Source: an optimization exercise on an open RTL-to-GDS flow (aim: small area). Production flows keep margins and buffers that such runs may drop.
Only the layout flow was run in this run; the RTL was not checked for function there.

==> design.v <==
module MatrixMultiplier
    #(
        parameter WIDTH = 16
    )(
        input                            NRST,CLK,START,
        input      signed [WIDTH - 1: 0] A,B,
        output     signed [2*WIDTH  : 0] OUT,
        output                           OUT_STROBE
    );
  reg s1, s0;
  always @(posedge CLK or negedge NRST)
    if (!NRST) begin
      s1 <= 1'b0; s0 <= 1'b0;
    end else begin
      s1 <= s1 ^ s0;
      s0 <= s1 | (~s0 & START);
    end
  wire p1 = ~s1 & s0;
  assign OUT_STROBE = s1 & s0;
  reg [2*WIDTH:0] Q;
  wire pp1 = ~(A[0] & B[0]);
  wire pp2 = ~(A[0] & B[1]);
  wire pp3 = ~(A[0] & B[2]);
  wire pp4 = ~(A[0] & B[3]);
  wire pp5 = ~(A[0] & B[4]);
  wire pp6 = ~(A[0] & B[5]);
  wire pp7 = ~(A[0] & B[6]);
  wire pp8 = ~(A[0] & B[7]);
  wire pp9 = ~(A[0] & B[8]);
  wire pp10 = ~(A[0] & B[9]);
  wire pp11 = ~(A[0] & B[10]);
  wire pp12 = ~(A[0] & B[11]);
  wire pp13 = ~(A[0] & B[12]);
  wire pp14 = ~(A[0] & B[13]);
  wire pp15 = ~(A[0] & B[14]);
  wire pp16 = A[0] & B[15];
  wire pp17 = ~(A[1] & B[0]);
  wire pp18 = ~(A[1] & B[1]);
  wire pp19 = ~(A[1] & B[2]);
  wire pp20 = ~(A[1] & B[3]);
  wire pp21 = ~(A[1] & B[4]);
  wire pp22 = ~(A[1] & B[5]);
  wire pp23 = ~(A[1] & B[6]);
  wire pp24 = ~(A[1] & B[7]);
  wire pp25 = ~(A[1] & B[8]);
  wire pp26 = ~(A[1] & B[9]);
  wire pp27 = ~(A[1] & B[10]);
  wire pp28 = ~(A[1] & B[11]);
  wire pp29 = ~(A[1] & B[12]);
  wire pp30 = ~(A[1] & B[13]);
  wire pp31 = ~(A[1] & B[14]);
  wire pp32 = A[1] & B[15];
  wire pp33 = ~(A[2] & B[0]);
  wire pp34 = ~(A[2] & B[1]);
  wire pp35 = ~(A[2] & B[2]);
  wire pp36 = ~(A[2] & B[3]);
  wire pp37 = ~(A[2] & B[4]);
  wire pp38 = ~(A[2] & B[5]);
  wire pp39 = ~(A[2] & B[6]);
  wire pp40 = ~(A[2] & B[7]);
  wire pp41 = ~(A[2] & B[8]);
  wire pp42 = ~(A[2] & B[9]);
  wire pp43 = ~(A[2] & B[10]);
  wire pp44 = ~(A[2] & B[11]);
  wire pp45 = ~(A[2] & B[12]);
  wire pp46 = ~(A[2] & B[13]);
  wire pp47 = ~(A[2] & B[14]);
  wire pp48 = A[2] & B[15];
  wire pp49 = ~(A[3] & B[0]);
  wire pp50 = ~(A[3] & B[1]);
  wire pp51 = ~(A[3] & B[2]);
  wire pp52 = ~(A[3] & B[3]);
  wire pp53 = ~(A[3] & B[4]);
  wire pp54 = ~(A[3] & B[5]);
  wire pp55 = ~(A[3] & B[6]);
  wire pp56 = ~(A[3] & B[7]);
  wire pp57 = ~(A[3] & B[8]);
  wire pp58 = ~(A[3] & B[9]);
  wire pp59 = ~(A[3] & B[10]);
  wire pp60 = ~(A[3] & B[11]);
  wire pp61 = ~(A[3] & B[12]);
  wire pp62 = ~(A[3] & B[13]);
  wire pp63 = ~(A[3] & B[14]);
  wire pp64 = A[3] & B[15];
  wire pp65 = ~(A[4] & B[0]);
  wire pp66 = ~(A[4] & B[1]);
  wire pp67 = ~(A[4] & B[2]);
  wire pp68 = ~(A[4] & B[3]);
  wire pp69 = ~(A[4] & B[4]);
  wire pp70 = ~(A[4] & B[5]);
  wire pp71 = ~(A[4] & B[6]);
  wire pp72 = ~(A[4] & B[7]);
  wire pp73 = ~(A[4] & B[8]);
  wire pp74 = ~(A[4] & B[9]);
  wire pp75 = ~(A[4] & B[10]);
  wire pp76 = ~(A[4] & B[11]);
  wire pp77 = ~(A[4] & B[12]);
  wire pp78 = ~(A[4] & B[13]);
  wire pp79 = ~(A[4] & B[14]);
  wire pp80 = A[4] & B[15];
  wire pp81 = ~(A[5] & B[0]);
  wire pp82 = ~(A[5] & B[1]);
  wire pp83 = ~(A[5] & B[2]);
  wire pp84 = ~(A[5] & B[3]);
  wire pp85 = ~(A[5] & B[4]);
  wire pp86 = ~(A[5] & B[5]);
  wire pp87 = ~(A[5] & B[6]);
  wire pp88 = ~(A[5] & B[7]);
  wire pp89 = ~(A[5] & B[8]);
  wire pp90 = ~(A[5] & B[9]);
  wire pp91 = ~(A[5] & B[10]);
  wire pp92 = ~(A[5] & B[11]);
  wire pp93 = ~(A[5] & B[12]);
  wire pp94 = ~(A[5] & B[13]);
  wire pp95 = ~(A[5] & B[14]);
  wire pp96 = A[5] & B[15];
  wire pp97 = ~(A[6] & B[0]);
  wire pp98 = ~(A[6] & B[1]);
  wire pp99 = ~(A[6] & B[2]);
  wire pp100 = ~(A[6] & B[3]);
  wire pp101 = ~(A[6] & B[4]);
  wire pp102 = ~(A[6] & B[5]);
  wire pp103 = ~(A[6] & B[6]);
  wire pp104 = ~(A[6] & B[7]);
  wire pp105 = ~(A[6] & B[8]);
  wire pp106 = ~(A[6] & B[9]);
  wire pp107 = ~(A[6] & B[10]);
  wire pp108 = ~(A[6] & B[11]);
  wire pp109 = ~(A[6] & B[12]);
  wire pp110 = ~(A[6] & B[13]);
  wire pp111 = ~(A[6] & B[14]);
  wire pp112 = A[6] & B[15];
  wire pp113 = ~(A[7] & B[0]);
  wire pp114 = ~(A[7] & B[1]);
  wire pp115 = ~(A[7] & B[2]);
  wire pp116 = ~(A[7] & B[3]);
  wire pp117 = ~(A[7] & B[4]);
  wire pp118 = ~(A[7] & B[5]);
  wire pp119 = ~(A[7] & B[6]);
  wire pp120 = ~(A[7] & B[7]);
  wire pp121 = ~(A[7] & B[8]);
  wire pp122 = ~(A[7] & B[9]);
  wire pp123 = ~(A[7] & B[10]);
  wire pp124 = ~(A[7] & B[11]);
  wire pp125 = ~(A[7] & B[12]);
  wire pp126 = ~(A[7] & B[13]);
  wire pp127 = ~(A[7] & B[14]);
  wire pp128 = A[7] & B[15];
  wire pp129 = ~(A[8] & B[0]);
  wire pp130 = ~(A[8] & B[1]);
  wire pp131 = ~(A[8] & B[2]);
  wire pp132 = ~(A[8] & B[3]);
  wire pp133 = ~(A[8] & B[4]);
  wire pp134 = ~(A[8] & B[5]);
  wire pp135 = ~(A[8] & B[6]);
  wire pp136 = ~(A[8] & B[7]);
  wire pp137 = ~(A[8] & B[8]);
  wire pp138 = ~(A[8] & B[9]);
  wire pp139 = ~(A[8] & B[10]);
  wire pp140 = ~(A[8] & B[11]);
  wire pp141 = ~(A[8] & B[12]);
  wire pp142 = ~(A[8] & B[13]);
  wire pp143 = ~(A[8] & B[14]);
  wire pp144 = A[8] & B[15];
  wire pp145 = ~(A[9] & B[0]);
  wire pp146 = ~(A[9] & B[1]);
  wire pp147 = ~(A[9] & B[2]);
  wire pp148 = ~(A[9] & B[3]);
  wire pp149 = ~(A[9] & B[4]);
  wire pp150 = ~(A[9] & B[5]);
  wire pp151 = ~(A[9] & B[6]);
  wire pp152 = ~(A[9] & B[7]);
  wire pp153 = ~(A[9] & B[8]);
  wire pp154 = ~(A[9] & B[9]);
  wire pp155 = ~(A[9] & B[10]);
  wire pp156 = ~(A[9] & B[11]);
  wire pp157 = ~(A[9] & B[12]);
  wire pp158 = ~(A[9] & B[13]);
  wire pp159 = ~(A[9] & B[14]);
  wire pp160 = A[9] & B[15];
  wire pp161 = ~(A[10] & B[0]);
  wire pp162 = ~(A[10] & B[1]);
  wire pp163 = ~(A[10] & B[2]);
  wire pp164 = ~(A[10] & B[3]);
  wire pp165 = ~(A[10] & B[4]);
  wire pp166 = ~(A[10] & B[5]);
  wire pp167 = ~(A[10] & B[6]);
  wire pp168 = ~(A[10] & B[7]);
  wire pp169 = ~(A[10] & B[8]);
  wire pp170 = ~(A[10] & B[9]);
  wire pp171 = ~(A[10] & B[10]);
  wire pp172 = ~(A[10] & B[11]);
  wire pp173 = ~(A[10] & B[12]);
  wire pp174 = ~(A[10] & B[13]);
  wire pp175 = ~(A[10] & B[14]);
  wire pp176 = A[10] & B[15];
  wire pp177 = ~(A[11] & B[0]);
  wire pp178 = ~(A[11] & B[1]);
  wire pp179 = ~(A[11] & B[2]);
  wire pp180 = ~(A[11] & B[3]);
  wire pp181 = ~(A[11] & B[4]);
  wire pp182 = ~(A[11] & B[5]);
  wire pp183 = ~(A[11] & B[6]);
  wire pp184 = ~(A[11] & B[7]);
  wire pp185 = ~(A[11] & B[8]);
  wire pp186 = ~(A[11] & B[9]);
  wire pp187 = ~(A[11] & B[10]);
  wire pp188 = ~(A[11] & B[11]);
  wire pp189 = ~(A[11] & B[12]);
  wire pp190 = ~(A[11] & B[13]);
  wire pp191 = ~(A[11] & B[14]);
  wire pp192 = A[11] & B[15];
  wire pp193 = ~(A[12] & B[0]);
  wire pp194 = ~(A[12] & B[1]);
  wire pp195 = ~(A[12] & B[2]);
  wire pp196 = ~(A[12] & B[3]);
  wire pp197 = ~(A[12] & B[4]);
  wire pp198 = ~(A[12] & B[5]);
  wire pp199 = ~(A[12] & B[6]);
  wire pp200 = ~(A[12] & B[7]);
  wire pp201 = ~(A[12] & B[8]);
  wire pp202 = ~(A[12] & B[9]);
  wire pp203 = ~(A[12] & B[10]);
  wire pp204 = ~(A[12] & B[11]);
  wire pp205 = ~(A[12] & B[12]);
  wire pp206 = ~(A[12] & B[13]);
  wire pp207 = ~(A[12] & B[14]);
  wire pp208 = A[12] & B[15];
  wire pp209 = ~(A[13] & B[0]);
  wire pp210 = ~(A[13] & B[1]);
  wire pp211 = ~(A[13] & B[2]);
  wire pp212 = ~(A[13] & B[3]);
  wire pp213 = ~(A[13] & B[4]);
  wire pp214 = ~(A[13] & B[5]);
  wire pp215 = ~(A[13] & B[6]);
  wire pp216 = ~(A[13] & B[7]);
  wire pp217 = ~(A[13] & B[8]);
  wire pp218 = ~(A[13] & B[9]);
  wire pp219 = ~(A[13] & B[10]);
  wire pp220 = ~(A[13] & B[11]);
  wire pp221 = ~(A[13] & B[12]);
  wire pp222 = ~(A[13] & B[13]);
  wire pp223 = ~(A[13] & B[14]);
  wire pp224 = A[13] & B[15];
  wire pp225 = ~(A[14] & B[0]);
  wire pp226 = ~(A[14] & B[1]);
  wire pp227 = ~(A[14] & B[2]);
  wire pp228 = ~(A[14] & B[3]);
  wire pp229 = ~(A[14] & B[4]);
  wire pp230 = ~(A[14] & B[5]);
  wire pp231 = ~(A[14] & B[6]);
  wire pp232 = ~(A[14] & B[7]);
  wire pp233 = ~(A[14] & B[8]);
  wire pp234 = ~(A[14] & B[9]);
  wire pp235 = ~(A[14] & B[10]);
  wire pp236 = ~(A[14] & B[11]);
  wire pp237 = ~(A[14] & B[12]);
  wire pp238 = ~(A[14] & B[13]);
  wire pp239 = ~(A[14] & B[14]);
  wire pp240 = A[14] & B[15];
  wire pp241 = A[15] & B[0];
  wire pp242 = A[15] & B[1];
  wire pp243 = A[15] & B[2];
  wire pp244 = A[15] & B[3];
  wire pp245 = A[15] & B[4];
  wire pp246 = A[15] & B[5];
  wire pp247 = A[15] & B[6];
  wire pp248 = A[15] & B[7];
  wire pp249 = A[15] & B[8];
  wire pp250 = A[15] & B[9];
  wire pp251 = A[15] & B[10];
  wire pp252 = A[15] & B[11];
  wire pp253 = A[15] & B[12];
  wire pp254 = A[15] & B[13];
  wire pp255 = A[15] & B[14];
  wire pp256 = ~(A[15] & B[15]);
  wire m257 = p1 | ~Q[0];
  wire m258 = ~(p1 | Q[1]);
  wire m259 = p1 | ~Q[2];
  wire m260 = p1 | ~Q[3];
  wire m261 = p1 | ~Q[4];
  wire m262 = p1 | ~Q[5];
  wire m263 = p1 | ~Q[6];
  wire m264 = p1 | ~Q[7];
  wire m265 = p1 | ~Q[8];
  wire m266 = p1 | ~Q[9];
  wire m267 = p1 | ~Q[10];
  wire m268 = p1 | ~Q[11];
  wire m269 = p1 | ~Q[12];
  wire m270 = p1 | ~Q[13];
  wire m271 = p1 | ~Q[14];
  wire m272 = p1 | ~Q[15];
  wire m273 = p1 | ~Q[16];
  wire m274 = ~(p1 | Q[17]);
  wire m275 = ~(p1 | Q[18]);
  wire m276 = ~(p1 | Q[19]);
  wire m277 = ~(p1 | Q[20]);
  wire m278 = ~(p1 | Q[21]);
  wire m279 = ~(p1 | Q[22]);
  wire m280 = ~(p1 | Q[23]);
  wire m281 = ~(p1 | Q[24]);
  wire m282 = ~(p1 | Q[25]);
  wire m283 = ~(p1 | Q[26]);
  wire m284 = ~(p1 | Q[27]);
  wire m285 = ~(p1 | Q[28]);
  wire m286 = ~(p1 | Q[29]);
  wire m287 = ~(p1 | Q[30]);
  wire m288 = ~(p1 | Q[31]);
  wire m289 = p1 | ~Q[32];
  wire s290 = m269 ^ pp103;
  wire c291 = m269 & pp103;
  wire s292 = m270 ^ pp104 ^ pp119;
  wire c293 = (m270 & pp104) | (pp119 & (m270 ^ pp104));
  wire s294 = pp134 ^ pp14;
  wire c295 = pp134 & pp14;
  wire s296 = m271 ^ pp105 ^ pp120;
  wire c297 = (m271 & pp105) | (pp120 & (m271 ^ pp105));
  wire s298 = pp135 ^ pp15 ^ pp150;
  wire c299 = (pp135 & pp15) | (pp150 & (pp135 ^ pp15));
  wire s300 = pp165 ^ pp180;
  wire c301 = pp165 & pp180;
  wire s302 = m272 ^ pp106 ^ pp121;
  wire c303 = (m272 & pp106) | (pp121 & (m272 ^ pp106));
  wire s304 = pp136 ^ pp151 ^ pp16;
  wire c305 = (pp136 & pp151) | (pp16 & (pp136 ^ pp151));
  wire s306 = pp166 ^ pp181 ^ pp196;
  wire c307 = (pp166 & pp181) | (pp196 & (pp166 ^ pp181));
  wire s308 = pp211 ^ pp226;
  wire c309 = pp211 & pp226;
  wire s310 = m273 ^ pp107 ^ pp122;
  wire c311 = (m273 & pp107) | (pp122 & (m273 ^ pp107));
  wire s312 = pp137 ^ pp152 ^ pp167;
  wire c313 = (pp137 & pp152) | (pp167 & (pp137 ^ pp152));
  wire s314 = pp182 ^ pp197 ^ pp212;
  wire c315 = (pp182 & pp197) | (pp212 & (pp182 ^ pp197));
  wire s316 = pp227 ^ pp242;
  wire c317 = pp227 & pp242;
  wire s318 = m274 ^ pp108 ^ pp123;
  wire c319 = (m274 & pp108) | (pp123 & (m274 ^ pp108));
  wire s320 = pp138 ^ pp153 ^ pp168;
  wire c321 = (pp138 & pp153) | (pp168 & (pp138 ^ pp153));
  wire s322 = pp183 ^ pp198 ^ pp213;
  wire c323 = (pp183 & pp198) | (pp213 & (pp183 ^ pp198));
  wire s324 = m275 ^ pp109 ^ pp124;
  wire c325 = (m275 & pp109) | (pp124 & (m275 ^ pp109));
  wire s326 = pp139 ^ pp154 ^ pp169;
  wire c327 = (pp139 & pp154) | (pp169 & (pp139 ^ pp154));
  wire s328 = m276 ^ pp110 ^ pp125;
  wire c329 = (m276 & pp110) | (pp125 & (m276 ^ pp110));
  wire s330 = m265 ^ pp114;
  wire c331 = m265 & pp114;
  wire s332 = m266 ^ pp10 ^ pp100;
  wire c333 = (m266 & pp10) | (pp100 & (m266 ^ pp10));
  wire s334 = pp115 ^ pp130;
  wire c335 = pp115 & pp130;
  wire s336 = m267 ^ pp101 ^ pp11;
  wire c337 = (m267 & pp101) | (pp11 & (m267 ^ pp101));
  wire s338 = pp116 ^ pp131 ^ pp146;
  wire c339 = (pp116 & pp131) | (pp146 & (pp116 ^ pp131));
  wire s340 = pp161 ^ pp26;
  wire c341 = pp161 & pp26;
  wire s342 = m268 ^ pp102 ^ pp117;
  wire c343 = (m268 & pp102) | (pp117 & (m268 ^ pp102));
  wire s344 = pp12 ^ pp132 ^ pp147;
  wire c345 = (pp12 & pp132) | (pp147 & (pp12 ^ pp132));
  wire s346 = pp162 ^ pp177 ^ pp27;
  wire c347 = (pp162 & pp177) | (pp27 & (pp162 ^ pp177));
  wire s348 = pp42 ^ pp57;
  wire c349 = pp42 & pp57;
  wire s350 = pp118 ^ pp13 ^ pp133;
  wire c351 = (pp118 & pp13) | (pp133 & (pp118 ^ pp13));
  wire s352 = pp148 ^ pp163 ^ pp178;
  wire c353 = (pp148 & pp163) | (pp178 & (pp148 ^ pp163));
  wire s354 = pp193 ^ pp28 ^ pp43;
  wire c355 = (pp193 & pp28) | (pp43 & (pp193 ^ pp28));
  wire s356 = pp58 ^ pp73 ^ pp88;
  wire c357 = (pp58 & pp73) | (pp88 & (pp58 ^ pp73));
  wire s358 = pp149 ^ pp164 ^ pp179;
  wire c359 = (pp149 & pp164) | (pp179 & (pp149 ^ pp164));
  wire s360 = pp194 ^ pp209 ^ pp29;
  wire c361 = (pp194 & pp209) | (pp29 & (pp194 ^ pp209));
  wire s362 = pp44 ^ pp59 ^ pp74;
  wire c363 = (pp44 & pp59) | (pp74 & (pp44 ^ pp59));
  wire s364 = pp89 ^ c291 ^ s294;
  wire c365 = (pp89 & c291) | (s294 & (pp89 ^ c291));
  wire s366 = pp195 ^ pp210 ^ pp225;
  wire c367 = (pp195 & pp210) | (pp225 & (pp195 ^ pp210));
  wire s368 = pp30 ^ pp45 ^ pp60;
  wire c369 = (pp30 & pp45) | (pp60 & (pp30 ^ pp45));
  wire s370 = pp75 ^ pp90 ^ c295;
  wire c371 = (pp75 & pp90) | (c295 & (pp75 ^ pp90));
  wire s372 = s300 ^ c293 ^ s296;
  wire c373 = (s300 & c293) | (s296 & (s300 ^ c293));
  wire s374 = pp241 ^ pp31 ^ pp46;
  wire c375 = (pp241 & pp31) | (pp46 & (pp241 ^ pp31));
  wire s376 = pp61 ^ pp76 ^ pp91;
  wire c377 = (pp61 & pp76) | (pp91 & (pp61 ^ pp76));
  wire s378 = c301 ^ s308 ^ c297;
  wire c379 = (c301 & s308) | (c297 & (c301 ^ s308));
  wire s380 = c299 ^ s302 ^ s304;
  wire c381 = (c299 & s302) | (s304 & (c299 ^ s302));
  wire s382 = pp32 ^ pp47 ^ pp62;
  wire c383 = (pp32 & pp47) | (pp62 & (pp32 ^ pp47));
  wire s384 = pp77 ^ pp92 ^ c309;
  wire c385 = (pp77 & pp92) | (c309 & (pp77 ^ pp92));
  wire s386 = s316 ^ c303 ^ c305;
  wire c387 = (s316 & c303) | (c305 & (s316 ^ c303));
  wire s388 = c307 ^ s310 ^ s312;
  wire c389 = (c307 & s310) | (s312 & (c307 ^ s310));
  wire s390 = pp228 ^ pp243 ^ pp48;
  wire c391 = (pp228 & pp243) | (pp48 & (pp228 ^ pp243));
  wire s392 = pp63 ^ pp78 ^ pp93;
  wire c393 = (pp63 & pp78) | (pp93 & (pp63 ^ pp78));
  wire s394 = c317 ^ c311 ^ c313;
  wire c395 = (c317 & c311) | (c313 & (c317 ^ c311));
  wire s396 = c315 ^ s318 ^ s320;
  wire c397 = (c315 & s318) | (s320 & (c315 ^ s318));
  wire s398 = pp184 ^ pp199 ^ pp214;
  wire c399 = (pp184 & pp199) | (pp214 & (pp184 ^ pp199));
  wire s400 = pp229 ^ pp244 ^ pp64;
  wire c401 = (pp229 & pp244) | (pp64 & (pp229 ^ pp244));
  wire s402 = pp79 ^ pp94 ^ c319;
  wire c403 = (pp79 & pp94) | (c319 & (pp79 ^ pp94));
  wire s404 = c321 ^ c323 ^ s324;
  wire c405 = (c321 & c323) | (s324 & (c321 ^ c323));
  wire s406 = pp140 ^ pp155 ^ pp170;
  wire c407 = (pp140 & pp155) | (pp170 & (pp140 ^ pp155));
  wire s408 = pp185 ^ pp200 ^ pp215;
  wire c409 = (pp185 & pp200) | (pp215 & (pp185 ^ pp200));
  wire s410 = pp230 ^ pp245 ^ pp80;
  wire c411 = (pp230 & pp245) | (pp80 & (pp230 ^ pp245));
  wire s412 = pp95 ^ c325 ^ c327;
  wire c413 = (pp95 & c325) | (c327 & (pp95 ^ c325));
  wire s414 = m277 ^ pp111 ^ pp126;
  wire c415 = (m277 & pp111) | (pp126 & (m277 ^ pp111));
  wire s416 = pp141 ^ pp156 ^ pp171;
  wire c417 = (pp141 & pp156) | (pp171 & (pp141 ^ pp156));
  wire s418 = pp186 ^ pp201 ^ pp216;
  wire c419 = (pp186 & pp201) | (pp216 & (pp186 ^ pp201));
  wire s420 = pp231 ^ pp246 ^ pp96;
  wire c421 = (pp231 & pp246) | (pp96 & (pp231 ^ pp246));
  wire s422 = m278 ^ pp112 ^ pp127;
  wire c423 = (m278 & pp112) | (pp127 & (m278 ^ pp112));
  wire s424 = pp142 ^ pp157 ^ pp172;
  wire c425 = (pp142 & pp157) | (pp172 & (pp142 ^ pp157));
  wire s426 = pp187 ^ pp202 ^ pp217;
  wire c427 = (pp187 & pp202) | (pp217 & (pp187 ^ pp202));
  wire s428 = m279 ^ pp128 ^ pp143;
  wire c429 = (m279 & pp128) | (pp143 & (m279 ^ pp128));
  wire s430 = pp158 ^ pp173 ^ pp188;
  wire c431 = (pp158 & pp173) | (pp188 & (pp158 ^ pp173));
  wire s432 = m280 ^ pp144 ^ pp159;
  wire c433 = (m280 & pp144) | (pp159 & (m280 ^ pp144));
  wire s434 = m262 ^ pp21;
  wire c435 = m262 & pp21;
  wire s436 = m263 ^ pp22 ^ pp37;
  wire c437 = (m263 & pp22) | (pp37 & (m263 ^ pp22));
  wire s438 = pp52 ^ pp67;
  wire c439 = pp52 & pp67;
  wire s440 = m264 ^ pp113 ^ pp23;
  wire c441 = (m264 & pp113) | (pp23 & (m264 ^ pp113));
  wire s442 = pp38 ^ pp53 ^ pp68;
  wire c443 = (pp38 & pp53) | (pp68 & (pp38 ^ pp53));
  wire s444 = pp8 ^ pp83;
  wire c445 = pp8 & pp83;
  wire s446 = pp129 ^ pp24 ^ pp39;
  wire c447 = (pp129 & pp24) | (pp39 & (pp129 ^ pp24));
  wire s448 = pp54 ^ pp69 ^ pp84;
  wire c449 = (pp54 & pp69) | (pp84 & (pp54 ^ pp69));
  wire s450 = pp9 ^ pp99 ^ s330;
  wire c451 = (pp9 & pp99) | (s330 & (pp9 ^ pp99));
  wire s452 = pp145 ^ pp25 ^ pp40;
  wire c453 = (pp145 & pp25) | (pp40 & (pp145 ^ pp25));
  wire s454 = pp55 ^ pp70 ^ pp85;
  wire c455 = (pp55 & pp70) | (pp85 & (pp55 ^ pp70));
  wire s456 = c331 ^ s334 ^ s332;
  wire c457 = (c331 & s334) | (s332 & (c331 ^ s334));
  wire s458 = pp41 ^ pp56 ^ pp71;
  wire c459 = (pp41 & pp56) | (pp71 & (pp41 ^ pp56));
  wire s460 = pp86 ^ c335 ^ s340;
  wire c461 = (pp86 & c335) | (s340 & (pp86 ^ c335));
  wire s462 = c333 ^ s336 ^ s338;
  wire c463 = (c333 & s336) | (s338 & (c333 ^ s336));
  wire s464 = pp72 ^ pp87 ^ c341;
  wire c465 = (pp72 & pp87) | (c341 & (pp72 ^ pp87));
  wire s466 = s348 ^ c337 ^ c339;
  wire c467 = (s348 & c337) | (c339 & (s348 ^ c337));
  wire s468 = s342 ^ s344 ^ s346;
  wire c469 = (s342 & s344) | (s346 & (s342 ^ s344));
  wire s470 = c349 ^ s290 ^ c343;
  wire c471 = (c349 & s290) | (c343 & (c349 ^ s290));
  wire s472 = c345 ^ c347 ^ s350;
  wire c473 = (c345 & c347) | (s350 & (c345 ^ c347));
  wire s474 = s352 ^ s354 ^ s356;
  wire c475 = (s352 & s354) | (s356 & (s352 ^ s354));
  wire s476 = c351 ^ c353 ^ c355;
  wire c477 = (c351 & c353) | (c355 & (c351 ^ c353));
  wire s478 = c357 ^ s292 ^ s358;
  wire c479 = (c357 & s292) | (s358 & (c357 ^ s292));
  wire s480 = s360 ^ s362 ^ s364;
  wire c481 = (s360 & s362) | (s364 & (s360 ^ s362));
  wire s482 = c359 ^ c361 ^ c363;
  wire c483 = (c359 & c361) | (c363 & (c359 ^ c361));
  wire s484 = s298 ^ s366 ^ s368;
  wire c485 = (s298 & s366) | (s368 & (s298 ^ s366));
  wire s486 = c365 ^ s370 ^ s372;
  wire c487 = (c365 & s370) | (s372 & (c365 ^ s370));
  wire s488 = c367 ^ c369 ^ s306;
  wire c489 = (c367 & c369) | (s306 & (c367 ^ c369));
  wire s490 = s374 ^ s376 ^ c371;
  wire c491 = (s374 & s376) | (c371 & (s374 ^ s376));
  wire s492 = c373 ^ s378 ^ s380;
  wire c493 = (c373 & s378) | (s380 & (c373 ^ s378));
  wire s494 = c375 ^ c377 ^ s314;
  wire c495 = (c375 & c377) | (s314 & (c375 ^ c377));
  wire s496 = s382 ^ s384 ^ c379;
  wire c497 = (s382 & s384) | (c379 & (s382 ^ s384));
  wire s498 = c381 ^ s386 ^ s388;
  wire c499 = (c381 & s386) | (s388 & (c381 ^ s386));
  wire s500 = c383 ^ s322 ^ s390;
  wire c501 = (c383 & s322) | (s390 & (c383 ^ s322));
  wire s502 = s392 ^ c385 ^ c387;
  wire c503 = (s392 & c385) | (c387 & (s392 ^ c385));
  wire s504 = c389 ^ s394 ^ s396;
  wire c505 = (c389 & s394) | (s396 & (c389 ^ s394));
  wire s506 = c391 ^ c393 ^ s326;
  wire c507 = (c391 & c393) | (s326 & (c391 ^ c393));
  wire s508 = s398 ^ s400 ^ c395;
  wire c509 = (s398 & s400) | (c395 & (s398 ^ s400));
  wire s510 = c397 ^ s402 ^ s404;
  wire c511 = (c397 & s402) | (s404 & (c397 ^ s402));
  wire s512 = c399 ^ c401 ^ s328;
  wire c513 = (c399 & c401) | (s328 & (c399 ^ c401));
  wire s514 = s406 ^ s408 ^ s410;
  wire c515 = (s406 & s408) | (s410 & (s406 ^ s408));
  wire s516 = c403 ^ c405 ^ s412;
  wire c517 = (c403 & c405) | (s412 & (c403 ^ c405));
  wire s518 = c329 ^ c407 ^ c409;
  wire c519 = (c329 & c407) | (c409 & (c329 ^ c407));
  wire s520 = c411 ^ s414 ^ s416;
  wire c521 = (c411 & s414) | (s416 & (c411 ^ s414));
  wire s522 = s418 ^ s420 ^ c413;
  wire c523 = (s418 & s420) | (c413 & (s418 ^ s420));
  wire s524 = pp232 ^ pp247 ^ c415;
  wire c525 = (pp232 & pp247) | (c415 & (pp232 ^ pp247));
  wire s526 = c417 ^ c419 ^ c421;
  wire c527 = (c417 & c419) | (c421 & (c417 ^ c419));
  wire s528 = s422 ^ s424 ^ s426;
  wire c529 = (s422 & s424) | (s426 & (s422 ^ s424));
  wire s530 = pp203 ^ pp218 ^ pp233;
  wire c531 = (pp203 & pp218) | (pp233 & (pp203 ^ pp218));
  wire s532 = pp248 ^ c423 ^ c425;
  wire c533 = (pp248 & c423) | (c425 & (pp248 ^ c423));
  wire s534 = c427 ^ s428 ^ s430;
  wire c535 = (c427 & s428) | (s430 & (c427 ^ s428));
  wire s536 = pp174 ^ pp189 ^ pp204;
  wire c537 = (pp174 & pp189) | (pp204 & (pp174 ^ pp189));
  wire s538 = pp219 ^ pp234 ^ pp249;
  wire c539 = (pp219 & pp234) | (pp249 & (pp219 ^ pp234));
  wire s540 = c429 ^ c431 ^ s432;
  wire c541 = (c429 & c431) | (s432 & (c429 ^ c431));
  wire s542 = m281 ^ pp160 ^ pp175;
  wire c543 = (m281 & pp160) | (pp175 & (m281 ^ pp160));
  wire s544 = pp190 ^ pp205 ^ pp220;
  wire c545 = (pp190 & pp205) | (pp220 & (pp190 ^ pp205));
  wire s546 = pp235 ^ pp250 ^ c433;
  wire c547 = (pp235 & pp250) | (c433 & (pp235 ^ pp250));
  wire s548 = m282 ^ pp176 ^ pp191;
  wire c549 = (m282 & pp176) | (pp191 & (m282 ^ pp176));
  wire s550 = pp206 ^ pp221 ^ pp236;
  wire c551 = (pp206 & pp221) | (pp236 & (pp206 ^ pp221));
  wire s552 = m283 ^ pp192 ^ pp207;
  wire c553 = (m283 & pp192) | (pp207 & (m283 ^ pp192));
  wire s554 = m260 ^ pp19;
  wire c555 = m260 & pp19;
  wire s556 = m261 ^ pp20 ^ pp35;
  wire c557 = (m261 & pp20) | (pp35 & (m261 ^ pp20));
  wire s558 = pp5 ^ pp50;
  wire c559 = pp5 & pp50;
  wire s560 = pp36 ^ pp51 ^ pp6;
  wire c561 = (pp36 & pp51) | (pp6 & (pp36 ^ pp51));
  wire s562 = pp66 ^ pp81 ^ s434;
  wire c563 = (pp66 & pp81) | (s434 & (pp66 ^ pp81));
  wire s564 = pp7 ^ pp82 ^ pp97;
  wire c565 = (pp7 & pp82) | (pp97 & (pp7 ^ pp82));
  wire s566 = c435 ^ s438 ^ s436;
  wire c567 = (c435 & s438) | (s436 & (c435 ^ s438));
  wire s568 = pp98 ^ c439 ^ s444;
  wire c569 = (pp98 & c439) | (s444 & (pp98 ^ c439));
  wire s570 = c437 ^ s440 ^ s442;
  wire c571 = (c437 & s440) | (s442 & (c437 ^ s440));
  wire s572 = c445 ^ c441 ^ c443;
  wire c573 = (c445 & c441) | (c443 & (c445 ^ c441));
  wire s574 = s446 ^ s448 ^ s450;
  wire c575 = (s446 & s448) | (s450 & (s446 ^ s448));
  wire s576 = c447 ^ c449 ^ s452;
  wire c577 = (c447 & c449) | (s452 & (c447 ^ c449));
  wire s578 = s454 ^ c451 ^ s456;
  wire c579 = (s454 & c451) | (s456 & (s454 ^ c451));
  wire s580 = c453 ^ c455 ^ s458;
  wire c581 = (c453 & c455) | (s458 & (c453 ^ c455));
  wire s582 = s460 ^ c457 ^ s462;
  wire c583 = (s460 & c457) | (s462 & (s460 ^ c457));
  wire s584 = c459 ^ c461 ^ s464;
  wire c585 = (c459 & c461) | (s464 & (c459 ^ c461));
  wire s586 = c463 ^ s466 ^ s468;
  wire c587 = (c463 & s466) | (s468 & (c463 ^ s466));
  wire s588 = c465 ^ c467 ^ c469;
  wire c589 = (c465 & c467) | (c469 & (c465 ^ c467));
  wire s590 = s470 ^ s472 ^ s474;
  wire c591 = (s470 & s472) | (s474 & (s470 ^ s472));
  wire s592 = c471 ^ c473 ^ c475;
  wire c593 = (c471 & c473) | (c475 & (c471 ^ c473));
  wire s594 = s476 ^ s478 ^ s480;
  wire c595 = (s476 & s478) | (s480 & (s476 ^ s478));
  wire s596 = c477 ^ c479 ^ s482;
  wire c597 = (c477 & c479) | (s482 & (c477 ^ c479));
  wire s598 = s484 ^ c481 ^ s486;
  wire c599 = (s484 & c481) | (s486 & (s484 ^ c481));
  wire s600 = c483 ^ c485 ^ s488;
  wire c601 = (c483 & c485) | (s488 & (c483 ^ c485));
  wire s602 = s490 ^ c487 ^ s492;
  wire c603 = (s490 & c487) | (s492 & (s490 ^ c487));
  wire s604 = c489 ^ s494 ^ c491;
  wire c605 = (c489 & s494) | (c491 & (c489 ^ s494));
  wire s606 = s496 ^ c493 ^ s498;
  wire c607 = (s496 & c493) | (s498 & (s496 ^ c493));
  wire s608 = c495 ^ s500 ^ c497;
  wire c609 = (c495 & s500) | (c497 & (c495 ^ s500));
  wire s610 = s502 ^ c499 ^ s504;
  wire c611 = (s502 & c499) | (s504 & (s502 ^ c499));
  wire s612 = c501 ^ s506 ^ c503;
  wire c613 = (c501 & s506) | (c503 & (c501 ^ s506));
  wire s614 = s508 ^ c505 ^ s510;
  wire c615 = (s508 & c505) | (s510 & (s508 ^ c505));
  wire s616 = c507 ^ s512 ^ s514;
  wire c617 = (c507 & s512) | (s514 & (c507 ^ s512));
  wire s618 = c509 ^ c511 ^ s516;
  wire c619 = (c509 & c511) | (s516 & (c509 ^ c511));
  wire s620 = c513 ^ c515 ^ s518;
  wire c621 = (c513 & c515) | (s518 & (c513 ^ c515));
  wire s622 = s520 ^ c517 ^ s522;
  wire c623 = (s520 & c517) | (s522 & (s520 ^ c517));
  wire s624 = c519 ^ c521 ^ s524;
  wire c625 = (c519 & c521) | (s524 & (c519 ^ c521));
  wire s626 = s526 ^ s528 ^ c523;
  wire c627 = (s526 & s528) | (c523 & (s526 ^ s528));
  wire s628 = s530 ^ c525 ^ c527;
  wire c629 = (s530 & c525) | (c527 & (s530 ^ c525));
  wire s630 = c529 ^ s532 ^ s534;
  wire c631 = (c529 & s532) | (s534 & (c529 ^ s532));
  wire s632 = c531 ^ s536 ^ s538;
  wire c633 = (c531 & s536) | (s538 & (c531 ^ s536));
  wire s634 = c533 ^ c535 ^ s540;
  wire c635 = (c533 & c535) | (s540 & (c533 ^ c535));
  wire s636 = c537 ^ c539 ^ s542;
  wire c637 = (c537 & c539) | (s542 & (c537 ^ c539));
  wire s638 = s544 ^ c541 ^ s546;
  wire c639 = (s544 & c541) | (s546 & (s544 ^ c541));
  wire s640 = pp251 ^ c543 ^ c545;
  wire c641 = (pp251 & c543) | (c545 & (pp251 ^ c543));
  wire s642 = s548 ^ s550 ^ c547;
  wire c643 = (s548 & s550) | (c547 & (s548 ^ s550));
  wire s644 = pp222 ^ pp237 ^ pp252;
  wire c645 = (pp222 & pp237) | (pp252 & (pp222 ^ pp237));
  wire s646 = c549 ^ c551 ^ s552;
  wire c647 = (c549 & c551) | (s552 & (c549 ^ c551));
  wire s648 = m284 ^ pp208 ^ pp223;
  wire c649 = (m284 & pp208) | (pp223 & (m284 ^ pp208));
  wire s650 = pp238 ^ pp253 ^ c553;
  wire c651 = (pp238 & pp253) | (c553 & (pp238 ^ pp253));
  wire s652 = m285 ^ pp224 ^ pp239;
  wire c653 = (m285 & pp224) | (pp239 & (m285 ^ pp224));
  wire s654 = m259 ^ pp18;
  wire c655 = m259 & pp18;
  wire s656 = pp34 ^ pp4 ^ pp49;
  wire c657 = (pp34 & pp4) | (pp49 & (pp34 ^ pp4));
  wire s658 = pp65 ^ c555 ^ s558;
  wire c659 = (pp65 & c555) | (s558 & (pp65 ^ c555));
  wire s660 = c559 ^ c557 ^ s560;
  wire c661 = (c559 & c557) | (s560 & (c559 ^ c557));
  wire s662 = c561 ^ s564 ^ c563;
  wire c663 = (c561 & s564) | (c563 & (c561 ^ s564));
  wire s664 = c565 ^ s568 ^ c567;
  wire c665 = (c565 & s568) | (c567 & (c565 ^ s568));
  wire s666 = c569 ^ c571 ^ s572;
  wire c667 = (c569 & c571) | (s572 & (c569 ^ c571));
  wire s668 = c573 ^ s576 ^ c575;
  wire c669 = (c573 & s576) | (c575 & (c573 ^ s576));
  wire s670 = c577 ^ s580 ^ c579;
  wire c671 = (c577 & s580) | (c579 & (c577 ^ s580));
  wire s672 = c581 ^ s584 ^ c583;
  wire c673 = (c581 & s584) | (c583 & (c581 ^ s584));
  wire s674 = c585 ^ c587 ^ s588;
  wire c675 = (c585 & c587) | (s588 & (c585 ^ c587));
  wire s676 = c589 ^ c591 ^ s592;
  wire c677 = (c589 & c591) | (s592 & (c589 ^ c591));
  wire s678 = c593 ^ s596 ^ c595;
  wire c679 = (c593 & s596) | (c595 & (c593 ^ s596));
  wire s680 = c597 ^ s600 ^ c599;
  wire c681 = (c597 & s600) | (c599 & (c597 ^ s600));
  wire s682 = c601 ^ s604 ^ c603;
  wire c683 = (c601 & s604) | (c603 & (c601 ^ s604));
  wire s684 = c605 ^ s608 ^ c607;
  wire c685 = (c605 & s608) | (c607 & (c605 ^ s608));
  wire s686 = c609 ^ s612 ^ c611;
  wire c687 = (c609 & s612) | (c611 & (c609 ^ s612));
  wire s688 = s616 ^ c613 ^ c615;
  wire c689 = (s616 & c613) | (c615 & (s616 ^ c613));
  wire s690 = c617 ^ s620 ^ c619;
  wire c691 = (c617 & s620) | (c619 & (c617 ^ s620));
  wire s692 = c621 ^ s624 ^ c623;
  wire c693 = (c621 & s624) | (c623 & (c621 ^ s624));
  wire s694 = c625 ^ s628 ^ s630;
  wire c695 = (c625 & s628) | (s630 & (c625 ^ s628));
  wire s696 = s632 ^ c629 ^ c631;
  wire c697 = (s632 & c629) | (c631 & (s632 ^ c629));
  wire s698 = c633 ^ s636 ^ c635;
  wire c699 = (c633 & s636) | (c635 & (c633 ^ s636));
  wire s700 = c637 ^ s640 ^ c639;
  wire c701 = (c637 & s640) | (c639 & (c637 ^ s640));
  wire s702 = s644 ^ c641 ^ s646;
  wire c703 = (s644 & c641) | (s646 & (s644 ^ c641));
  wire s704 = c645 ^ s648 ^ c647;
  wire c705 = (c645 & s648) | (c647 & (c645 ^ s648));
  wire s706 = pp254 ^ c649 ^ s652;
  wire c707 = (pp254 & c649) | (s652 & (pp254 ^ c649));
  wire s708 = m286 ^ pp240 ^ pp255;
  wire c709 = (m286 & pp240) | (pp255 & (m286 ^ pp240));
  wire s710 = m258 ^ pp17;
  wire c711 = m258 & pp17;
  wire s712 = pp3 ^ pp33 ^ s654;
  wire c713 = (pp3 & pp33) | (s654 & (pp3 ^ pp33));
  wire s714 = c655 ^ s554 ^ s656;
  wire c715 = (c655 & s554) | (s656 & (c655 ^ s554));
  wire s716 = c657 ^ s556 ^ s658;
  wire c717 = (c657 & s556) | (s658 & (c657 ^ s556));
  wire s718 = c659 ^ s562 ^ s660;
  wire c719 = (c659 & s562) | (s660 & (c659 ^ s562));
  wire s720 = c661 ^ s566 ^ s662;
  wire c721 = (c661 & s566) | (s662 & (c661 ^ s566));
  wire s722 = s570 ^ c663 ^ s664;
  wire c723 = (s570 & c663) | (s664 & (s570 ^ c663));
  wire s724 = s574 ^ c665 ^ s666;
  wire c725 = (s574 & c665) | (s666 & (s574 ^ c665));
  wire s726 = c667 ^ s578 ^ s668;
  wire c727 = (c667 & s578) | (s668 & (c667 ^ s578));
  wire s728 = s582 ^ c669 ^ s670;
  wire c729 = (s582 & c669) | (s670 & (s582 ^ c669));
  wire s730 = s586 ^ c671 ^ s672;
  wire c731 = (s586 & c671) | (s672 & (s586 ^ c671));
  wire s732 = s590 ^ c673 ^ s674;
  wire c733 = (s590 & c673) | (s674 & (s590 ^ c673));
  wire s734 = s594 ^ c675 ^ s676;
  wire c735 = (s594 & c675) | (s676 & (s594 ^ c675));
  wire s736 = c677 ^ s598 ^ s678;
  wire c737 = (c677 & s598) | (s678 & (c677 ^ s598));
  wire s738 = s602 ^ c679 ^ s680;
  wire c739 = (s602 & c679) | (s680 & (s602 ^ c679));
  wire s740 = s606 ^ c681 ^ s682;
  wire c741 = (s606 & c681) | (s682 & (s606 ^ c681));
  wire s742 = s610 ^ c683 ^ s684;
  wire c743 = (s610 & c683) | (s684 & (s610 ^ c683));
  wire s744 = s614 ^ c685 ^ s686;
  wire c745 = (s614 & c685) | (s686 & (s614 ^ c685));
  wire s746 = s618 ^ c687 ^ s688;
  wire c747 = (s618 & c687) | (s688 & (s618 ^ c687));
  wire s748 = s622 ^ c689 ^ s690;
  wire c749 = (s622 & c689) | (s690 & (s622 ^ c689));
  wire s750 = s626 ^ c691 ^ s692;
  wire c751 = (s626 & c691) | (s692 & (s626 ^ c691));
  wire s752 = c627 ^ s694 ^ c693;
  wire c753 = (c627 & s694) | (c693 & (c627 ^ s694));
  wire s754 = s634 ^ c695 ^ s696;
  wire c755 = (s634 & c695) | (s696 & (s634 ^ c695));
  wire s756 = s638 ^ c697 ^ s698;
  wire c757 = (s638 & c697) | (s698 & (s638 ^ c697));
  wire s758 = s642 ^ c699 ^ s700;
  wire c759 = (s642 & c699) | (s700 & (s642 ^ c699));
  wire s760 = c643 ^ s702 ^ c701;
  wire c761 = (c643 & s702) | (c701 & (c643 ^ s702));
  wire s762 = s650 ^ c703 ^ s704;
  wire c763 = (s650 & c703) | (s704 & (s650 ^ c703));
  wire s764 = c651 ^ s706 ^ c705;
  wire c765 = (c651 & s706) | (c705 & (c651 ^ s706));
  wire s766 = c653 ^ s708 ^ c707;
  wire c767 = (c653 & s708) | (c707 & (c653 ^ s708));
  wire s768 = m287 ^ pp256 ^ c709;
  wire c769 = (m287 & pp256) | (c709 & (m287 ^ pp256));
  wire s770 = m257 ^ pp1;
  wire c771 = m257 & pp1;
  wire s772 = s710 ^ pp2;
  wire c773 = s710 & pp2;
  wire s774 = c711 ^ s712;
  wire c775 = c711 & s712;
  wire s776 = c713 ^ s714;
  wire c777 = c713 & s714;
  wire s778 = c715 ^ s716;
  wire c779 = c715 & s716;
  wire s780 = c717 ^ s718;
  wire c781 = c717 & s718;
  wire s782 = c719 ^ s720;
  wire c783 = c719 & s720;
  wire s784 = c721 ^ s722;
  wire c785 = c721 & s722;
  wire s786 = c723 ^ s724;
  wire c787 = c723 & s724;
  wire s788 = c725 ^ s726;
  wire c789 = c725 & s726;
  wire s790 = c727 ^ s728;
  wire c791 = c727 & s728;
  wire s792 = c729 ^ s730;
  wire c793 = c729 & s730;
  wire s794 = c731 ^ s732;
  wire c795 = c731 & s732;
  wire s796 = c733 ^ s734;
  wire c797 = c733 & s734;
  wire s798 = c735 ^ s736;
  wire c799 = c735 & s736;
  wire s800 = c737 ^ s738;
  wire c801 = c737 & s738;
  wire s802 = c739 ^ s740;
  wire c803 = c739 & s740;
  wire s804 = c741 ^ s742;
  wire c805 = c741 & s742;
  wire s806 = c743 ^ s744;
  wire c807 = c743 & s744;
  wire s808 = c745 ^ s746;
  wire c809 = c745 & s746;
  wire s810 = c747 ^ s748;
  wire c811 = c747 & s748;
  wire s812 = c749 ^ s750;
  wire c813 = c749 & s750;
  wire s814 = c751 ^ s752;
  wire c815 = c751 & s752;
  wire s816 = c753 ^ s754;
  wire c817 = c753 & s754;
  wire s818 = c755 ^ s756;
  wire c819 = c755 & s756;
  wire s820 = c757 ^ s758;
  wire c821 = c757 & s758;
  wire s822 = c759 ^ s760;
  wire c823 = c759 & s760;
  wire s824 = c761 ^ s762;
  wire c825 = c761 & s762;
  wire s826 = c763 ^ s764;
  wire c827 = c763 & s764;
  wire s828 = c765 ^ s766;
  wire c829 = c765 & s766;
  wire s830 = c767 ^ s768;
  wire c831 = c767 & s768;
  wire s832 = c769 ^ m288;
  wire c833 = c769 & m288;
  wire G834 = c773 | (s772 & c771);
  wire G835 = c777 | (s776 & c775);
  wire P836 = s776 & s774;
  wire G837 = c781 | (s780 & c779);
  wire P838 = s780 & s778;
  wire G839 = c785 | (s784 & c783);
  wire P840 = s784 & s782;
  wire G841 = c789 | (s788 & c787);
  wire P842 = s788 & s786;
  wire G843 = c793 | (s792 & c791);
  wire P844 = s792 & s790;
  wire G845 = c797 | (s796 & c795);
  wire P846 = s796 & s794;
  wire G847 = c801 | (s800 & c799);
  wire P848 = s800 & s798;
  wire G849 = c805 | (s804 & c803);
  wire P850 = s804 & s802;
  wire G851 = c809 | (s808 & c807);
  wire P852 = s808 & s806;
  wire G853 = c813 | (s812 & c811);
  wire P854 = s812 & s810;
  wire G855 = c817 | (s816 & c815);
  wire P856 = s816 & s814;
  wire G857 = c821 | (s820 & c819);
  wire P858 = s820 & s818;
  wire G859 = c825 | (s824 & c823);
  wire P860 = s824 & s822;
  wire G861 = c829 | (s828 & c827);
  wire P862 = s828 & s826;
  wire G863 = c833 | (s832 & c831);
  wire P864 = s832 & s830;
  wire G865 = c775 | (s774 & G834);
  wire G866 = G835 | (P836 & G834);
  wire G867 = c783 | (s782 & G837);
  wire P868 = s782 & P838;
  wire G869 = G839 | (P840 & G837);
  wire P870 = P840 & P838;
  wire G871 = c791 | (s790 & G841);
  wire P872 = s790 & P842;
  wire G873 = G843 | (P844 & G841);
  wire P874 = P844 & P842;
  wire G875 = c799 | (s798 & G845);
  wire P876 = s798 & P846;
  wire G877 = G847 | (P848 & G845);
  wire P878 = P848 & P846;
  wire G879 = c807 | (s806 & G849);
  wire P880 = s806 & P850;
  wire G881 = G851 | (P852 & G849);
  wire P882 = P852 & P850;
  wire G883 = c815 | (s814 & G853);
  wire P884 = s814 & P854;
  wire G885 = G855 | (P856 & G853);
  wire P886 = P856 & P854;
  wire G887 = c823 | (s822 & G857);
  wire P888 = s822 & P858;
  wire G889 = G859 | (P860 & G857);
  wire P890 = P860 & P858;
  wire G891 = c831 | (s830 & G861);
  wire P892 = s830 & P862;
  wire G893 = G863 | (P864 & G861);
  wire P894 = P864 & P862;
  wire G895 = c779 | (s778 & G866);
  wire G896 = G837 | (P838 & G866);
  wire G897 = G867 | (P868 & G866);
  wire G898 = G869 | (P870 & G866);
  wire G899 = c795 | (s794 & G873);
  wire P900 = s794 & P874;
  wire G901 = G845 | (P846 & G873);
  wire P902 = P846 & P874;
  wire G903 = G875 | (P876 & G873);
  wire P904 = P876 & P874;
  wire G905 = G877 | (P878 & G873);
  wire P906 = P878 & P874;
  wire G907 = c811 | (s810 & G881);
  wire P908 = s810 & P882;
  wire G909 = G853 | (P854 & G881);
  wire P910 = P854 & P882;
  wire G911 = G883 | (P884 & G881);
  wire P912 = P884 & P882;
  wire G913 = G885 | (P886 & G881);
  wire P914 = P886 & P882;
  wire G915 = c827 | (s826 & G889);
  wire P916 = s826 & P890;
  wire G917 = G861 | (P862 & G889);
  wire P918 = P862 & P890;
  wire G919 = G891 | (P892 & G889);
  wire P920 = P892 & P890;
  wire G921 = G893 | (P894 & G889);
  wire P922 = P894 & P890;
  wire G923 = c787 | (s786 & G898);
  wire G924 = G841 | (P842 & G898);
  wire G925 = G871 | (P872 & G898);
  wire G926 = G873 | (P874 & G898);
  wire G927 = G899 | (P900 & G898);
  wire G928 = G901 | (P902 & G898);
  wire G929 = G903 | (P904 & G898);
  wire G930 = G905 | (P906 & G898);
  wire G931 = c819 | (s818 & G913);
  wire P932 = s818 & P914;
  wire G933 = G857 | (P858 & G913);
  wire P934 = P858 & P914;
  wire G935 = G887 | (P888 & G913);
  wire P936 = P888 & P914;
  wire G937 = G889 | (P890 & G913);
  wire P938 = P890 & P914;
  wire G939 = G915 | (P916 & G913);
  wire P940 = P916 & P914;
  wire G941 = G917 | (P918 & G913);
  wire P942 = P918 & P914;
  wire G943 = G919 | (P920 & G913);
  wire P944 = P920 & P914;
  wire G945 = G921 | (P922 & G913);
  wire P946 = P922 & P914;
  wire G947 = c803 | (s802 & G930);
  wire G948 = G849 | (P850 & G930);
  wire G949 = G879 | (P880 & G930);
  wire G950 = G881 | (P882 & G930);
  wire G951 = G907 | (P908 & G930);
  wire G952 = G909 | (P910 & G930);
  wire G953 = G911 | (P912 & G930);
  wire G954 = G913 | (P914 & G930);
  wire G955 = G931 | (P932 & G930);
  wire G956 = G933 | (P934 & G930);
  wire G957 = G935 | (P936 & G930);
  wire G958 = G937 | (P938 & G930);
  wire G959 = G939 | (P940 & G930);
  wire G960 = G941 | (P942 & G930);
  wire G961 = G943 | (P944 & G930);
  wire G962 = G945 | (P946 & G930);
  wire G963 = 1'b0 | (m289 & G962);
  wire S964 = s772 ^ c771;
  wire S965 = s774 ^ G834;
  wire S966 = s776 ^ G865;
  wire S967 = s778 ^ G866;
  wire S968 = s780 ^ G895;
  wire S969 = s782 ^ G896;
  wire S970 = s784 ^ G897;
  wire S971 = s786 ^ G898;
  wire S972 = s788 ^ G923;
  wire S973 = s790 ^ G924;
  wire S974 = s792 ^ G925;
  wire S975 = s794 ^ G926;
  wire S976 = s796 ^ G927;
  wire S977 = s798 ^ G928;
  wire S978 = s800 ^ G929;
  wire S979 = s802 ^ G930;
  wire S980 = s804 ^ G947;
  wire S981 = s806 ^ G948;
  wire S982 = s808 ^ G949;
  wire S983 = s810 ^ G950;
  wire S984 = s812 ^ G951;
  wire S985 = s814 ^ G952;
  wire S986 = s816 ^ G953;
  wire S987 = s818 ^ G954;
  wire S988 = s820 ^ G955;
  wire S989 = s822 ^ G956;
  wire S990 = s824 ^ G957;
  wire S991 = s826 ^ G958;
  wire S992 = s828 ^ G959;
  wire S993 = s830 ^ G960;
  wire S994 = s832 ^ G961;
  wire S995 = m289 ^ G962;
  wire [2*WIDTH:0] S = {S995, S994, S993, S992, S991, S990, S989, S988, S987, S986, S985, S984, S983, S982, S981, S980, S979, S978, S977, S976, S975, S974, S973, S972, S971, S970, S969, S968, S967, S966, S965, S964, s770};
  always @(posedge CLK)
    Q <= ~S;
  assign OUT = Q;
endmodule
==> run.sh <==
#!/bin/bash
# synth_recipe.tcl (not shown) runs the flow's synth.tcl, then flattens the netlist and writes it again
# the make line also repeats each setting of config.mk as NAME=value (left out here)
make -C /OpenROAD-flow-scripts/flow DESIGN_CONFIG=/design/flow/config.mk WORK_HOME=/design/flow/orfs CLKGATE_MAP_FILE= SYNTH_SCRIPT=/design/flow/synth_recipe.tcl finish
==> config.mk <==
export PLATFORM = sky130hd
export DESIGN_NAME = MatrixMultiplier
export DESIGN_NICKNAME = MatrixMultiplier
export VERILOG_FILES = /design/flow/design.v
export SDC_FILE = /design/flow/constraint.sdc
export NUM_CORES = 4
export LEC_CHECK = 0
export CAP_MARGIN = 20
export CORE_MARGIN = 2
export CORE_UTILIZATION = 40
export SLEW_MARGIN = 20
==> constraint.sdc <==
create_clock -name core_clock -period 7.5 [get_ports {CLK}]
set_input_delay 1.5000 -clock core_clock [delete_from_list [all_inputs] [get_ports {CLK}]]
set_output_delay 1.5000 -clock core_clock [all_outputs]
set_load 0.01 [all_outputs]
==> summary.txt <==
- Status: complete, no violations
- Fin Hold WS: 0.507 ns
- Syn avg cell area: 9.14 um2
- Post-DRT Antenna Nets: 0
- WS Path Type: in -> reg
- Critical path required time: 7.69 ns
- Achievable frequency: 140 MHz
- Initial Util: 40.5%
- Worst Hold End: s0$_DFF_PN0_
- First-pass GRT wire length: 38900 um
- Unrepaired setup endpoints after global routing: no
- Total number of vias: 6539
- Clock root buffer master: clkbuf_16
- Final setup viols: 0
- Tot GR Track Use: 21.3%
- Post-layout net count: 1398
- DIE AREA: 24000 um2
- Share of layout cells above drive strength 1: 6.72%
- Hold Path Class: reg -> reg
- Mapped cell area: 9120 um2
- Final min period: 7.13 ns
- CP bufs+invs: 4
- Synth Net Count: 1311
- Worst skew pair latency: 0.31 ns
- Number of diodes: 0
- Largest net degree at the start of global routing: 19
- GPL Wtd Cong: 0.836
- Row count: 55
- Primary FF master, synth: dfxtp_1
- I/O pins: 69
- Hold depth: 1
- Clock transition at path regs: 0.07 ns
- Die X: 155 um
- Cells after Synth: 998
- CP endpoint kind: flop
- Startpoint Class: input port
- Num CTS Buffers: 5
- Via/cell ratio: 4.77
- Crit-path most repeated cell: fa_1
- Final Slew Violations: 0
- Initial antenna violation count: 0
- CP cell instances: clkdlybuf4s50_1, and2_1, fa_1, fa_1, inv_1, fa_1, inv_1, fa_1, fa_1, fa_1, inv_1, ha_1, nand4_1, nor2_1, nand2_1, a211o_1, a21boi_4, a31oi_4, o211ai_2, a21oi_1, xor2_1
- Clk buf depth: 2
- GRT Residual Overflow: 0
- Largest fanout on the critical path: 10
- Crit path from: A[7]
- Worst EP arrival: 7.32 ns
- Die Height: 155 um
- Layout Skew: 0.0123 ns
- Initial DRC Count: 252
- Area occupied by registers: 711 um2
- DP Wirelength: 20000 um
- R2R setup slack: 1.10 ns
- Worst R2R Start: s1$_DFF_PN0_
- Register area share after synthesis: 7.79%
- Dpl cells: 1363
- Drt total wl: 23400 um
- Ys async rst share: 5.71%
- CP max stage cell: clkdlybuf4s50_1
- Vias in the first global route: 7320
- R2R cell count: 23
- Count of different cell masters after synthesis: 35
- CTS Sinks: 35
- YS warnings: 1
- Reg2reg end: Q[31]$_DFF_P_
- Area of the multi-input gates: 7320 um2
- DR WL/cell: 17.1 um
- FILL cells: 2198
- Hold_sp: s0$_DFF_PN0_
- Critical path's largest stage delay: 0.63 ns
- Setup total negative slack: 0 ns
- Final Hold Vio Count: 0
- FF+latch count, synth: 35
- CP top delay family: adder cells
- I/O Buffers: 68
- Final period utilization: 95.0%
- Actual slew at the worst max-slew pin: 0.742 ns
- Number of synthesized flops with an enable pin: 0
- Layout Cells excl Fill: 1371
- Drt first pass iters: 6
- H-tree depth: 2
- Slew margin rel.: 50.5%
- Core ar.: 22500 um2
- Remaining routing DRC violations: 0
- Clock tree from TritonCTS: done
- Max-cap violations: 0
- Area delta synth->final: 15.6%
-- metal layers --
metal  GRT usage (%)  up-vias  part of all wire, %
met2            36.3      164                   49
met5               0        -                    0
li1                -     3010                    -
met1            29.0     3339                   44
met3            2.79       26                  4.5
met4            5.16        0                  1.9
-- state kept, by name, summed over array words and instances (netlist names) --
register	count
Q	33
s0	1
s1	1
-- cell usage after synthesis (all sizes together) (8+ instances only) --
cell    count  area share (%)
inv       256              11
fa        229              50
nand2     166             6.8
and2       99             6.8
ha         49             6.7
clkbuf     35             1.4
dfxtp      33             7.2
a21oi      19             1.0
nor2       16            0.66
xor2       14             1.3
nand2b     12            0.82
xnor2      12             1.2
nor2b      10            0.69
or2         9            0.62
a21o        8            0.69
-- what timing repair did --
action                                  4_1_cts  5_1_grt
hold buffers                                  0        0
endpoints found under the setup margin        0        1
buffers inserted                              0        0
resized for setup                             0        1
-- area by class of cell --
cell class,instances,share of cell area (%)
clock buffers,5,1.19
well taps,285,3.38
repair buffers,115,9.95
multi-input cells,672,69.4
flip-flops and latches,35,6.74
clock inverters,3,0.225
inverters,256,9.11
-- through the flow --
stage               area, um2  worst slack, ns  util (%)
finish                  10500            0.375      46.9
global route            10500           0.0482      46.9
CTS                     10500            0.313      46.8
detailed placement      10400           0.0119      46.2
global placement        10400           0.0687      46.2
floorplan                9120            0.938         -
-- cells in the final DEF (no fill, tap or decap), drive strengths merged, types with 2 or more instances in the layout --
cell,instances
o21a,2
xor2,14
nand2b,12
fa,229
nor3,2
nand2,166
dfxtp,33
and2,99
dfrtp,2
or2,9
a211o,2
nor2b,10
inv,257
a21o,8
ha,49
clkdlybuf4s50,67
xnor2,12
buf,47
a31oi,2
nor2,16
o21ai,7
a21oi,19
clkinvlp,2
clkbuf,5
o21bai,2
nand4,3
-- worst max path at each step --
stage                         end  slack [ns]  cells after the start
finish              Q[31]$_DFF_P_        0.37                     21
global route        Q[31]$_DFF_P_        0.05                     21
global placement    Q[31]$_DFF_P_        0.07                     23
detailed placement  Q[31]$_DFF_P_        0.01                     21
CTS                 Q[31]$_DFF_P_        0.31                     21
floorplan           Q[31]$_DFF_P_        0.94                     21
-- logic make-up (layout without fill, tap and decap cells) --
| family | Yosys count | after routing | synth area share [%] |
|---|---|---|---|
| simple gates | 321 | 321 | 17.0 |
| xor+xnor | 26 | 26 | 2.50 |
| buf+inv | 291 | 379 | 12.0 |
| fa+ha+maj | 278 | 278 | 57.0 |
| flops | 35 | 35 | 7.79 |
| compound gates | 47 | 47 | 3.73 |

-- re-timing with driven ports --
The flow's constraints put no driver on any port. The routed layout listed below was extracted and timed again, unchanged, in two steps.
Step 1 (the two cells are an assumption about what drives the block):
set clk [get_ports {CLK}]
set_driving_cell -lib_cell sky130_fd_sc_hd__clkbuf_16 $clk
set_driving_cell -lib_cell sky130_fd_sc_hd__buf_2 [delete_from_list [all_inputs] $clk]
Step 2 times the ports against the registers' clock, not the clock port: input delays grow and output delays shrink by t, the midpoint of the rising clock arrivals with the driver on.
Slacks: ideal ports / drivers / drivers and shift; pairs: ideal ports / drivers.
shift t [ns]: 0.344
setup WS [ns]: 0.375 / 0.387 / 0.044
worst setup path at the end: input to register
worst register clock-pin slew, ns: 0.08 / 0.08
cell pins on the clock port's net: 1
After both steps this run still meets setup and hold. The setup slack of this run moves by +0.012 ns with the drivers and by -0.331 ns with both steps.
